This is an optimization exercise on Yosys and OpenROAD, whose aim is small area, not a production implementation.
Only simulation tests tie the RTL to the original design; equivalence was not proved.

==> build 55 <==
Design mc6809is, start of the top module:
module mc6809is
#(
    parameter ILLEGAL_INSTRUCTIONS="GHOST"
) 
(
    input   CLK,
    input   fallE_en,
    input   fallQ_en,
    input   [7:0]  D,
    output  [7:0]  DOut,
    output  [15:0] ADDR,
    output  RnW,
    output  BS,
    output  BA,
    input   nIRQ,
    input   nFIRQ,
    input   nNMI,
    output  AVMA,
    output  BUSY,
    output  LIC,
    input   nHALT,
    input   nRESET,
    input   nDMABREQ,
    output  [111:0] RegData
);
reg     [7:0]  DOutput;
assign DOut = DOutput;
reg     RnWOut;          
reg     rLIC;
assign LIC = rLIC;
reg     rAVMA;
assign AVMA = rAVMA;
reg     rBUSY;
assign BUSY = rBUSY;
assign RnW = RnWOut;
reg     [7:0]           a;
reg     [7:0]           b;
reg     [15:0]          x;
reg     [15:0]          y;
reg     [15:0]          u;
reg     [15:0]          s;
reg     [15:0]          pc;
reg     [7:0]           dp;
reg     [7:0]           cc;
reg     [15:0]          tmp;
reg     [15:0]          ea;
assign  RegData[7:0] = a;
  ...
clock: 10.0 ns
lec_check: 0
cap_margin: 40
core_margin: 2
core_utilization: 30
place_density: 0.45
setup_slack_margin: 0.3
slew_margin: 40
run.sh (not shown) runs the stock make flow with config.mk's settings and CLKGATE_MAP_FILE= SYNTH_SCRIPT=/design/flow/synth_recipe.tcl, a recipe that flattens the netlist after the stock synthesis.
==> trial 87 (differences from build 55) <==
--- a/flow/design.v
+++ b/flow/design.v
@@ -140,11 +140,11 @@
 localparam CPUSTATE_BSR_RETURNLOW  =  7'd23;
 localparam CPUSTATE_BSR_RETURNHIGH =  7'd24;
 localparam CPUSTATE_TFR_DONTCARE1  =  7'd26;
 localparam CPUSTATE_TFR_DONTCARE2  =  7'd27;
 localparam CPUSTATE_TFR_DONTCARE3  =  7'd28;
-localparam CPUSTATE_TFR_DONTCARE4  =  7'd29;
+localparam CPUSTATE_END            =  7'd29;      
 localparam CPUSTATE_EXG_DONTCARE1      =    7'd30;
 localparam CPUSTATE_EXG_DONTCARE2      =    7'd31;
 localparam CPUSTATE_EXG_DONTCARE3      =    7'd32;
 localparam CPUSTATE_EXG_DONTCARE4      =    7'd33;
 localparam CPUSTATE_EXG_DONTCARE5      =    7'd34;
@@ -1130,21 +1130,20 @@
         3'd4:    RegNum = 4'H0;
         default: RegNum = 4'H7;
     endcase
 end
 endfunction
-wire    [15:0]  stk = tmp[14] ? u : s;
 always @(*)
 begin
     case (CpuState)
         CPUSTATE_FETCH_I2:
             rsel_code = (D[7:6] == 2'b11) ? 4'H7 : D[7:4];
         CPUSTATE_INDEXED_BASE, CPUSTATE_IDX_16OFFSET_LO:
             rsel_code = (IndexedRegister == IDX_REG_PC) ? 4'H5 : RegNum({1'b0, IndexedRegister[1:0]});
         CPUSTATE_ALU_EA, CPUSTATE_ST16_LO:
             rsel_code = RegNum(StoreRegisterNum);
-        CPUSTATE_RTS_HI, CPUSTATE_RTS_LO, CPUSTATE_BSR_RETURNLOW, CPUSTATE_BSR_RETURNHIGH, CPUSTATE_JSR_RETLO, CPUSTATE_JSR_RETHI:
+        CPUSTATE_RTS_HI, CPUSTATE_RTS_LO, CPUSTATE_BSR_DONTCARE2, CPUSTATE_IRQ_DONTCARE:
             rsel_code = 4'H4;
         CPUSTATE_PUL_ACTION, CPUSTATE_PSH_DONTCARE3:
             rsel_code = tmp[14] ? 4'H3 : 4'H4;
         CPUSTATE_PSH_ACTION:
             if (tmp[7])       rsel_code = 4'HC;
@@ -1254,18 +1253,18 @@
             default:      vec_lo = 4'HF;
         endcase
 end
 localparam A_HOLD=4'd0, A_ZERO=4'd1, A_ALU=4'd2, A_SEX=4'd3, A_EIGHT=4'd4, A_D=4'd5, A_S16H=4'd6, A_S16L=4'd7, A_V2H=4'd8, A_V2L=4'd9;
 localparam B_HOLD=3'd0, B_ZERO=3'd1, B_ALU=3'd2, B_D=3'd3, B_S16L=3'd4, B_V2L=3'd5, B_SHR=3'd6;
-localparam R_HOLD=3'd0, R_RST=3'd1, R_SUM=3'd2, R_V2=3'd3, R_DHI=3'd4, R_DLO=3'd5, R_INC=3'd6;
+localparam R_HOLD=3'd0, R_RST=3'd1, R_SUM=3'd2, R_V2=3'd3, R_DHI=3'd4, R_DLO=3'd5, R_INC=3'd6, R_EA=3'd7;
 localparam DP_HOLD=3'd0, DP_ZERO=3'd1, DP_S16L=3'd2, DP_V2L=3'd3, DP_D=3'd4;
 localparam CC_HOLD=4'd0, CC_RST=4'd1, CC_ALU=4'd2, CC_A16=4'd3, CC_D=4'd4, CC_S16L=4'd5, CC_V2L=4'd6, CC_AND=4'd7, CC_OR=4'd8,
            CC_CWAI=4'd9, CC_DAA=4'd10, CC_SEX=4'd11, CC_ST16=4'd12, CC_MUL=4'd13;
 localparam EA_HOLD=3'd0, EA_SUM=3'd1, EA_RSEL=3'd2, EA_DIRECT=3'd3, EA_MUL=3'd4, EA_SHL=3'd5, EA_INDIR=3'd6, EA_DHI=3'd7;
 localparam T_HOLD=4'd0, T_DMA=4'd1, T_DMADEC=4'd2, T_ZERO=4'd3, T_SUM=4'd4, T_PC=4'd5, T_RTI=4'd6, T_NMI=4'd7, T_FIRQ=4'd8,
            T_SWI=4'd9, T_PSHPUL=4'd10, T_HID=4'd11, T_LOD=4'd12, T_LOALU=4'd13, T_PSH=4'd14, T_PUL=4'd15;
-localparam AD_FFFF=3'd0, AD_FFFE=3'd1, AD_PC=3'd2, AD_INC=3'd3, AD_SUM=3'd4, AD_RSEL=3'd5, AD_EA=3'd6, AD_VEC=3'd7;
+localparam AD_FFFF=3'd0, AD_FFFE=3'd1, AD_PC=3'd2, AD_INC=3'd3, AD_TMP=3'd4, AD_RSEL=3'd5, AD_EA=3'd6, AD_VEC=3'd7;
 localparam DO_ZERO=3'd0, DO_TMPL=3'd1, DO_TMPH=3'd2, DO_ALUA=3'd3, DO_RSELH=3'd4, DO_RSELL=3'd5;
 reg [3:0] a_sel;
 reg [2:0] b_sel;
 reg [2:0] x_sel, y_sel, u_sel, s_sel, pc_sel;
 reg [2:0] dp_sel;
@@ -1495,11 +1494,11 @@
                 begin
                     add_a  =  x;
                     add_b  =  {8'H00, b};
                     x_sel  =  R_SUM;
                     rAVMA = 1'b0;
-                    CpuState_nxt   =  CPUSTATE_ABX_DONTCARE;
+                    CpuState_nxt   =  CPUSTATE_END;
                 end                                                                        
                 else
                 begin
                     cc_sel =  CC_ALU;
                     if (ALU8Writeback)
@@ -1677,26 +1676,29 @@
         rAVMA = 1'b0;
         CpuState_nxt   =  CPUSTATE_BSR_DONTCARE2;
     end
     CPUSTATE_BSR_DONTCARE2:
     begin
+        add_b          =  16'HFFFF;
+        ea_sel         =  EA_SUM;          
         CpuState_nxt   =  CPUSTATE_BSR_RETURNLOW;
     end
-    CPUSTATE_BSR_RETURNLOW, CPUSTATE_JSR_RETLO:
+    CPUSTATE_BSR_RETURNLOW:
     begin
+        add_a          =  ea;
         add_b          =  16'HFFFF;
-        addr_sel       =  AD_SUM;
-        s_sel          =  R_SUM;
+        ea_sel         =  EA_SUM;
+        addr_sel       =  AD_EA;
+        s_sel          =  R_EA;
         do_sel         =  DO_TMPL;
         RnWOut         =  0;
-        CpuState_nxt   =  (CpuState == CPUSTATE_JSR_RETLO) ? CPUSTATE_JSR_RETHI : CPUSTATE_BSR_RETURNHIGH;
+        CpuState_nxt   =  CPUSTATE_BSR_RETURNHIGH;
     end
-    CPUSTATE_BSR_RETURNHIGH, CPUSTATE_JSR_RETHI:
+    CPUSTATE_BSR_RETURNHIGH:
     begin
-        add_b          =  16'HFFFF;
-        addr_sel       =  AD_SUM;
-        s_sel          =  R_SUM;
+        addr_sel       =  AD_EA;
+        s_sel          =  R_EA;
         do_sel         =  DO_TMPH;
         RnWOut         =  0;
         rLIC = 1'b1;
         CpuState_nxt   =  CPUSTATE_FETCH_I1;
     end
@@ -1711,39 +1713,23 @@
         CpuState_nxt   =  CPUSTATE_TFR_DONTCARE3;
     end            
     CPUSTATE_TFR_DONTCARE3:
     begin
         rAVMA = 1'b0;
-        CpuState_nxt   =  CPUSTATE_TFR_DONTCARE4;
+        CpuState_nxt   =  CPUSTATE_END;
     end            
     CPUSTATE_EXG_DONTCARE1:
     begin
         rAVMA = 1'b0;
         CpuState_nxt   =  CPUSTATE_EXG_DONTCARE2;
     end            
     CPUSTATE_EXG_DONTCARE2:
     begin
         rAVMA = 1'b0;
-        CpuState_nxt   =  CPUSTATE_EXG_DONTCARE3;
-    end            
-    CPUSTATE_EXG_DONTCARE3:
-    begin
-        rAVMA = 1'b0;
-        CpuState_nxt   =  CPUSTATE_EXG_DONTCARE4;
+        CpuState_nxt   =  CPUSTATE_TFR_DONTCARE1;
     end            
-    CPUSTATE_EXG_DONTCARE4:
-    begin
-        rAVMA = 1'b0;
-        CpuState_nxt   =  CPUSTATE_EXG_DONTCARE5;
-    end    
-    CPUSTATE_EXG_DONTCARE5:
-    begin
-        rAVMA = 1'b0;
-        CpuState_nxt   =  CPUSTATE_EXG_DONTCARE6;
-    end    
-    CPUSTATE_TFR_DONTCARE4, CPUSTATE_EXG_DONTCARE6, CPUSTATE_ABX_DONTCARE, CPUSTATE_RTS_DONTCARE2,
-    CPUSTATE_ALU16_DONTCARE, CPUSTATE_16IMM_DONTCARE, CPUSTATE_INT_DONTCARE, CPUSTATE_TST_DONTCARE2:
+    CPUSTATE_END:
     begin
         rLIC = 1'b1;
         CpuState_nxt   =  CPUSTATE_FETCH_I1;
     end            
     CPUSTATE_RTS_HI:
@@ -1759,11 +1745,11 @@
         addr_sel       =  AD_RSEL;
         add_b          =  16'H0001;
         s_sel          =  R_SUM;
         pc_sel         =  R_DLO;
         rAVMA = 1'b0;
-        CpuState_nxt   =  CPUSTATE_RTS_DONTCARE2;
+        CpuState_nxt   =  CPUSTATE_END;
     end
     CPUSTATE_16IMM_LO, CPUSTATE_ALU16_LO:
     begin
         if (CpuState == CPUSTATE_16IMM_LO)
         begin
@@ -1806,20 +1792,19 @@
             CpuState_nxt   =  CPUSTATE_FETCH_I1;
         end
         else
         begin
             rAVMA = 1'b0;
-            CpuState_nxt   =  (CpuState == CPUSTATE_16IMM_LO) ? CPUSTATE_16IMM_DONTCARE : CPUSTATE_ALU16_DONTCARE;
+            CpuState_nxt   =  (CpuState == CPUSTATE_16IMM_LO) ? CPUSTATE_END : CPUSTATE_END;
         end
     end   
-    CPUSTATE_DIRECT_DONTCARE, CPUSTATE_EXTENDED_DONTCARE, CPUSTATE_INDIRECT_DONTCARE,
-    CPUSTATE_IDX_DONTCARE3, CPUSTATE_IDX_16OFF_DONTCARE3, CPUSTATE_IDX_EXTIND_DONTCARE:
+    CPUSTATE_DIRECT_DONTCARE, CPUSTATE_IDX_DONTCARE3, CPUSTATE_IDX_EXTIND_DONTCARE:
     begin
         if (CpuState == CPUSTATE_IDX_EXTIND_DONTCARE)
             addr_sel   =  AD_PC;
         add_a          =  ea;
-        if (IndexedIndirect && ((CpuState == CPUSTATE_IDX_DONTCARE3) || (CpuState == CPUSTATE_IDX_16OFF_DONTCARE3) ||
+        if (IndexedIndirect && ((CpuState == CPUSTATE_IDX_DONTCARE3) || (CpuState == CPUSTATE_IDX_DONTCARE3) ||
                                 (CpuState == CPUSTATE_IDX_EXTIND_DONTCARE)))
         begin
             CpuState_nxt = CPUSTATE_INDIRECT_HI;
         end
         else if (IsJMP(Inst1))
@@ -1901,11 +1886,11 @@
             tmp_sel        =  T_LOALU;
             cc_sel         =  CC_ALU;
             rAVMA = 1'b0;
             if (ALU8Op == ALUOP_TST)
             begin
-                CpuState_nxt = CPUSTATE_TST_DONTCARE1;
+                CpuState_nxt = CPUSTATE_TFR_DONTCARE3;
             end
             else
             begin
                 rBUSY = 1'b1;
                 CpuState_nxt   =  CPUSTATE_ALU_DONTCARE;
@@ -1924,11 +1909,11 @@
         begin
             pc_sel     =  R_SUM;
             addr_sel   =  AD_EA;
             tmp_sel    =  T_PC;
             rAVMA = 1'b0;
-            CpuState_nxt   =  CPUSTATE_JSR_DONTCARE;
+            CpuState_nxt   =  CPUSTATE_BSR_DONTCARE2;
         end
         else if ((Inst1 >= 8'H30) && (Inst1<= 8'H33))
         begin
             a16_op         =  ALUOP16_LEA;
             case (ALU16Reg)
@@ -1998,22 +1983,18 @@
         do_sel         =  DO_RSELL;
         RnWOut     =  0;
         rLIC = 1'b1;
         CpuState_nxt   =  CPUSTATE_FETCH_I1;                
     end
-    CPUSTATE_JSR_DONTCARE:
-    begin
-        CpuState_nxt   =  CPUSTATE_JSR_RETLO;
-    end
     CPUSTATE_EXTENDED_ADDRLO:
     begin
         addr_sel       =  AD_PC;
         pc_sel         =  R_INC;
         ea_sel         =  EA_HOLD;
         ea_dlo         =  1'b1;
         rAVMA = 1'b0;
-        CpuState_nxt   =  CPUSTATE_EXTENDED_DONTCARE;
+        CpuState_nxt   =  CPUSTATE_DIRECT_DONTCARE;
     end
     CPUSTATE_INDEXED_BASE:
     begin
         addr_sel       =  AD_PC;
         ea_sel         =  EA_SUM;
@@ -2132,27 +2113,28 @@
     begin
         rAVMA = 1'b0;
         if (IndexedRegister == IDX_REG_PC)
             CpuState_nxt = CPUSTATE_IDX_PC16OFF_DONTCARE;
         else        
-            CpuState_nxt   =  CPUSTATE_IDX_16OFF_DONTCARE3;
+            CpuState_nxt   =  CPUSTATE_IDX_DONTCARE3;
     end
     CPUSTATE_IDX_PC16OFF_DONTCARE:
     begin
         rAVMA = 1'b0;
-        CpuState_nxt   =  CPUSTATE_IDX_16OFF_DONTCARE3;
+        CpuState_nxt   =  CPUSTATE_IDX_DONTCARE3;
     end
     CPUSTATE_IDX_DOFF_DONTCARE1:
     begin
         addr_sel = AD_INC;            
+        add_a    = pc;
+        add_b    = 16'H0002;
+        tmp_sel  = T_SUM;             
         CpuState_nxt = CPUSTATE_IDX_DOFF_DONTCARE2;
     end
     CPUSTATE_IDX_DOFF_DONTCARE2:
     begin
-        add_a    = pc;
-        add_b    = 16'H0002;
-        addr_sel = AD_SUM;            
+        addr_sel = AD_TMP;            
         rAVMA = 1'b0;
         CpuState_nxt = CPUSTATE_IDX_16OFF_DONTCARE2;
     end
     CPUSTATE_IDX_EXTIND_LO:
     begin
@@ -2162,22 +2144,23 @@
         CpuState_nxt = CPUSTATE_IDX_EXTIND_DONTCARE;        
     end
     CPUSTATE_INDIRECT_HI:
     begin
         addr_sel = AD_EA;
+        add_a    = ea;
+        add_b    = 16'H0001;
+        ea_sel   = EA_SUM;            
         tmp_sel  = T_HID;
         rBUSY = 1'b1;
         CpuState_nxt = CPUSTATE_INDIRECT_LO;
     end                        
     CPUSTATE_INDIRECT_LO:
     begin
-        add_a    = ea;
-        add_b    = 16'H0001;
-        addr_sel = AD_SUM;            
+        addr_sel = AD_EA;             
         ea_sel   = EA_INDIR;
         rAVMA = 1'b0;
-        CpuState_nxt = CPUSTATE_INDIRECT_DONTCARE;
+        CpuState_nxt = CPUSTATE_DIRECT_DONTCARE;
     end
     CPUSTATE_MUL_ACTION:
     begin
         rAVMA = 1'b0;
         add_a = tmp;
@@ -2212,25 +2195,28 @@
         CpuState_nxt = CPUSTATE_PSH_DONTCARE3;
     end
     CPUSTATE_PSH_DONTCARE3:
     begin
         addr_sel = AD_RSEL;
+        add_b    = 16'HFFFF;
+        ea_sel   = EA_SUM;            
         CpuState_nxt = CPUSTATE_PSH_ACTION;
     end    
     CPUSTATE_PSH_ACTION:
     begin
-        add_a = stk;
+        add_a = ea;
         add_b = 16'HFFFF;
+        ea_sel = EA_SUM;
         do_sel = tmp[15] ? DO_RSELH : DO_RSELL;
         tmp_sel = T_PSH;
         if (tmp[7:0] != 8'H00)
         begin
-            addr_sel = AD_SUM;
+            addr_sel = AD_EA;
             if (tmp[14])
-                u_sel = R_SUM;
+                u_sel = R_EA;
             else
-                s_sel = R_SUM;
+                s_sel = R_EA;
             RnWOut = 1'b0;  
         end
         if (tmp[13])
             rLIC = 1'b1;
         if (psh_prog[7:0] == 8'H00)
@@ -2331,10 +2317,12 @@
         endcase
     end
     CPUSTATE_IRQ_DONTCARE:
     begin
         NMIClear_nxt = 1'b0;    
+        add_b    = 16'HFFFF;
+        ea_sel   = EA_SUM;            
         CpuState_nxt = CPUSTATE_PSH_ACTION;
     end
     CPUSTATE_IRQ_DONTCARE2:
     begin
         CpuState_nxt = CPUSTATE_IRQ_VECTOR_HI;
@@ -2366,23 +2354,18 @@
             end
         endcase
         BS_nxt   = (IntType == INTTYPE_NMI) || (IntType == INTTYPE_IRQ) || (IntType == INTTYPE_FIRQ);
         pc_sel   = R_DLO;
         rLIC = 1'b1;
-        CpuState_nxt = CPUSTATE_INT_DONTCARE;
+        CpuState_nxt = CPUSTATE_END;
     end
     CPUSTATE_CC_DONTCARE:
     begin
         addr_sel = AD_PC;
         rLIC = 1'b1;
         CpuState_nxt = CPUSTATE_FETCH_I1;
     end
-    CPUSTATE_TST_DONTCARE1:
-    begin
-        rAVMA = 1'b0;
-        CpuState_nxt = CPUSTATE_TST_DONTCARE2;
-    end
     CPUSTATE_SYNC:
     begin
         BA_nxt = 1'b1;
         rLIC   = 1'b1;
         rAVMA  = 1'b0;
@@ -2403,35 +2386,31 @@
         rLIC   = 1'b1;
         tmp_sel = T_DMADEC;
         if ( (tmp[3:0] == 4'H0) | (DMABREQSample2) )
             CpuState_nxt = CPUSTATE_DMABREQ_EXIT;
     end
-    CPUSTATE_DMABREQ_EXIT, CPUSTATE_HALT_EXIT2:
+    CPUSTATE_DMABREQ_EXIT:
     begin
         CpuState_nxt = CPUSTATE_FETCH_I1;
     end
     CPUSTATE_HALTED:
     begin
         rAVMA = 1'b0;
         BS_nxt = 1'b1;
         BA_nxt = 1'b1;
         rLIC   = 1'b1;
         if (HALTSample2)
-            CpuState_nxt = CPUSTATE_HALT_EXIT2;
+            CpuState_nxt = CPUSTATE_DMABREQ_EXIT;
     end
     CPUSTATE_CWAI:
     begin
         addr_sel = AD_PC;
         cc_sel   = CC_CWAI;
         tmp_sel  = T_SWI;
         NextState_nxt = NS_CWAI_POST;
         rAVMA = 1'b0;
-        CpuState_nxt = CPUSTATE_CWAI_DONTCARE1;
-    end
-    CPUSTATE_CWAI_DONTCARE1:
-    begin
-        CpuState_nxt = CPUSTATE_PSH_ACTION;
+        CpuState_nxt = CPUSTATE_IRQ_DONTCARE;
     end
     CPUSTATE_CWAI_POST:
     begin
         rAVMA = 1'b0;
         if (NMILatched == 0)
@@ -2511,28 +2490,32 @@
         default:      y_nxt[7:0] = y[7:0];
     endcase
     case (u_sel)
         R_RST:        u_nxt[15:8] = 8'H00;
         R_SUM:        u_nxt[15:8] = sum16[15:8];
+        R_EA:         u_nxt[15:8] = ea[15:8];
         R_V2, R_DHI:  u_nxt[15:8] = V2[15:8];
         default:      u_nxt[15:8] = u[15:8];
     endcase
     case (u_sel)
         R_RST:        u_nxt[7:0] = 8'H00;
         R_SUM:        u_nxt[7:0] = sum16[7:0];
+        R_EA:         u_nxt[7:0] = ea[7:0];
         R_V2, R_DLO:  u_nxt[7:0] = V2[7:0];
         default:      u_nxt[7:0] = u[7:0];
     endcase
     case (s_sel)
         R_RST:        s_nxt[15:8] = 8'HFF;
         R_SUM:        s_nxt[15:8] = sum16[15:8];
+        R_EA:         s_nxt[15:8] = ea[15:8];
         R_V2, R_DHI:  s_nxt[15:8] = V2[15:8];
         default:      s_nxt[15:8] = s[15:8];
     endcase
     case (s_sel)
         R_RST:        s_nxt[7:0] = 8'HFD;
         R_SUM:        s_nxt[7:0] = sum16[7:0];
+        R_EA:         s_nxt[7:0] = ea[7:0];
         R_V2, R_DLO:  s_nxt[7:0] = V2[7:0];
         default:      s_nxt[7:0] = s[7:0];
     endcase
     case (pc_sel)
         R_INC:        pc_nxt[15:8] = inc_out[15:8];
@@ -2602,11 +2585,11 @@
     endcase
     case (addr_sel)
         AD_FFFE: addr_nxt = 16'HFFFE;
         AD_PC:   addr_nxt = pc;
         AD_INC:  addr_nxt = inc_out;
-        AD_SUM:  addr_nxt = sum16;
+        AD_TMP:  addr_nxt = tmp;
         AD_RSEL: addr_nxt = rsel;
         AD_EA:   addr_nxt = ea;
         AD_VEC:  addr_nxt = {12'HFFF, vec_lo};
         default: addr_nxt = 16'HFFFF;
     endcase
@@ -2617,27 +2600,19 @@
         DO_RSELH: DOutput = rsel[15:8];
         DO_RSELL: DOutput = rsel[7:0];
         default:  DOutput = 8'H00;
     endcase
 end
+reg     [15:0]  s_cmp;
 always @(*)
 begin
-    case (s_sel)
-        R_SUM:
-        begin
-            if (a16_op == ALUOP16_LD)
-                s_chg = (add_b != s);                
-            else if (add_b != 16'H0000)
-                s_chg = 1'b1;                        
-            else if (add_pc1)
-                s_chg = (inc_out != s);              
-            else
-                s_chg = (add_a != s);                
-        end
-        R_RST:   s_chg = (s != 16'HFFFD);
-        R_V2:    s_chg = (V2 != s);
-        R_DHI:   s_chg = (V2[15:8] != s[15:8]);
-        R_DLO:   s_chg = (V2[7:0] != s[7:0]);
-        default: s_chg = 1'b0;
-    endcase
+    if (s_sel == R_SUM)
+        s_cmp = (a16_op == ALUOP16_LD) ? add_b : (add_pc1 ? inc_out : add_a);
+    else if (s_sel == R_EA)
+        s_cmp = ea;
+    else
+        s_cmp = {(s_sel == R_DLO) ? s[15:8] : V2[15:8], (s_sel == R_DHI) ? s[7:0] : V2[7:0]};
+    s_chg = (s_sel == R_SUM) & (a16_op != ALUOP16_LD) & (add_b != 16'H0000);
+    if ((s_sel == R_SUM) || (s_sel == R_V2) || (s_sel == R_DHI) || (s_sel == R_DLO) || (s_sel == R_EA))
+        s_chg = s_chg | (s_cmp != s);
 end
 endmodule
==> flow/config.mk (replaced) <==
export PLATFORM = sky130hd
export DESIGN_NAME = mc6809is
export DESIGN_NICKNAME = mc6809is
export VERILOG_FILES = /design/flow/design.v
export SDC_FILE = /design/flow/constraint.sdc
export NUM_CORES = 4
export LEC_CHECK = 0
export CAP_MARGIN = 20
export CORE_MARGIN = 2
export CORE_UTILIZATION = 30
export GPL_TIMING_DRIVEN = 0
export PLACE_DENSITY = 0.45
export SETUP_SLACK_MARGIN = 0.5
export SLEW_MARGIN = 20
==> impl_metrics.prom <==
# TYPE chip_impl_metric gauge
chip_impl_metric{name="finalWirelength",unit="µm"} 230000
chip_impl_metric{name="synth-simple-area-share",unit="%"} 25.8
chip_impl_metric{name="p_clk_share",unit="%"} 25.1
chip_impl_info{name="status",value="no timing/DRC/antenna violations"} 1
chip_impl_info{name="cp-end-kind",value="flop"} 1
-- figures above: trial 87

==> impl_metrics.prom <==
# TYPE chip_impl_metric gauge
chip_impl_metric{name="finalWirelength",unit="µm"} 208000
chip_impl_info{name="status",value="no timing/DRC/antenna violations"} 1
chip_impl_info{name="cp-end-kind",value="output pin"} 1
chip_impl_metric{name="bufAreaShareNonClock",unit="%"} 14.3
chip_impl_metric{name="synth-simple-area-share",unit="%"} 24.8
-- figures above: build 55

## static timing again, ports no longer ideal
The results above use ideal ports. As a check the final layouts listed here were re-extracted and re-timed, cells and wires unchanged. Step 1 (the two cells are an assumption about what drives the block):
set clk [get_ports {CLK}]
set_driving_cell -lib_cell sky130_fd_sc_hd__clkbuf_16 $clk
set_driving_cell -lib_cell sky130_fd_sc_hd__buf_2 [delete_from_list [all_inputs] $clk]
Step 2 adds t to the input delays and takes it off the output delays; t is the mean of the earliest and latest rising clock arrival at the registers after step 1. Input paths then give back, and output paths get back, about the clock's delay inside the block. a / b / c = no drivers / after step 1 / after step 2; a / b = the first two.
run | t (ns) | slack for setup (ns) | worst data-port slew with drivers (ns)
build 55 | 0.625 | 0.398 / 0.381 / 0.381 | 0.04
trial 87 | 0.615 | 0.384 / 0.384 / -0.084 | 0.03
Met with ideal ports but missed after step 2: setup timing in trial 87. The setup slack of trial 87, which loses most, moves by 0.000 ns with the drivers and by -0.468 ns with both steps.
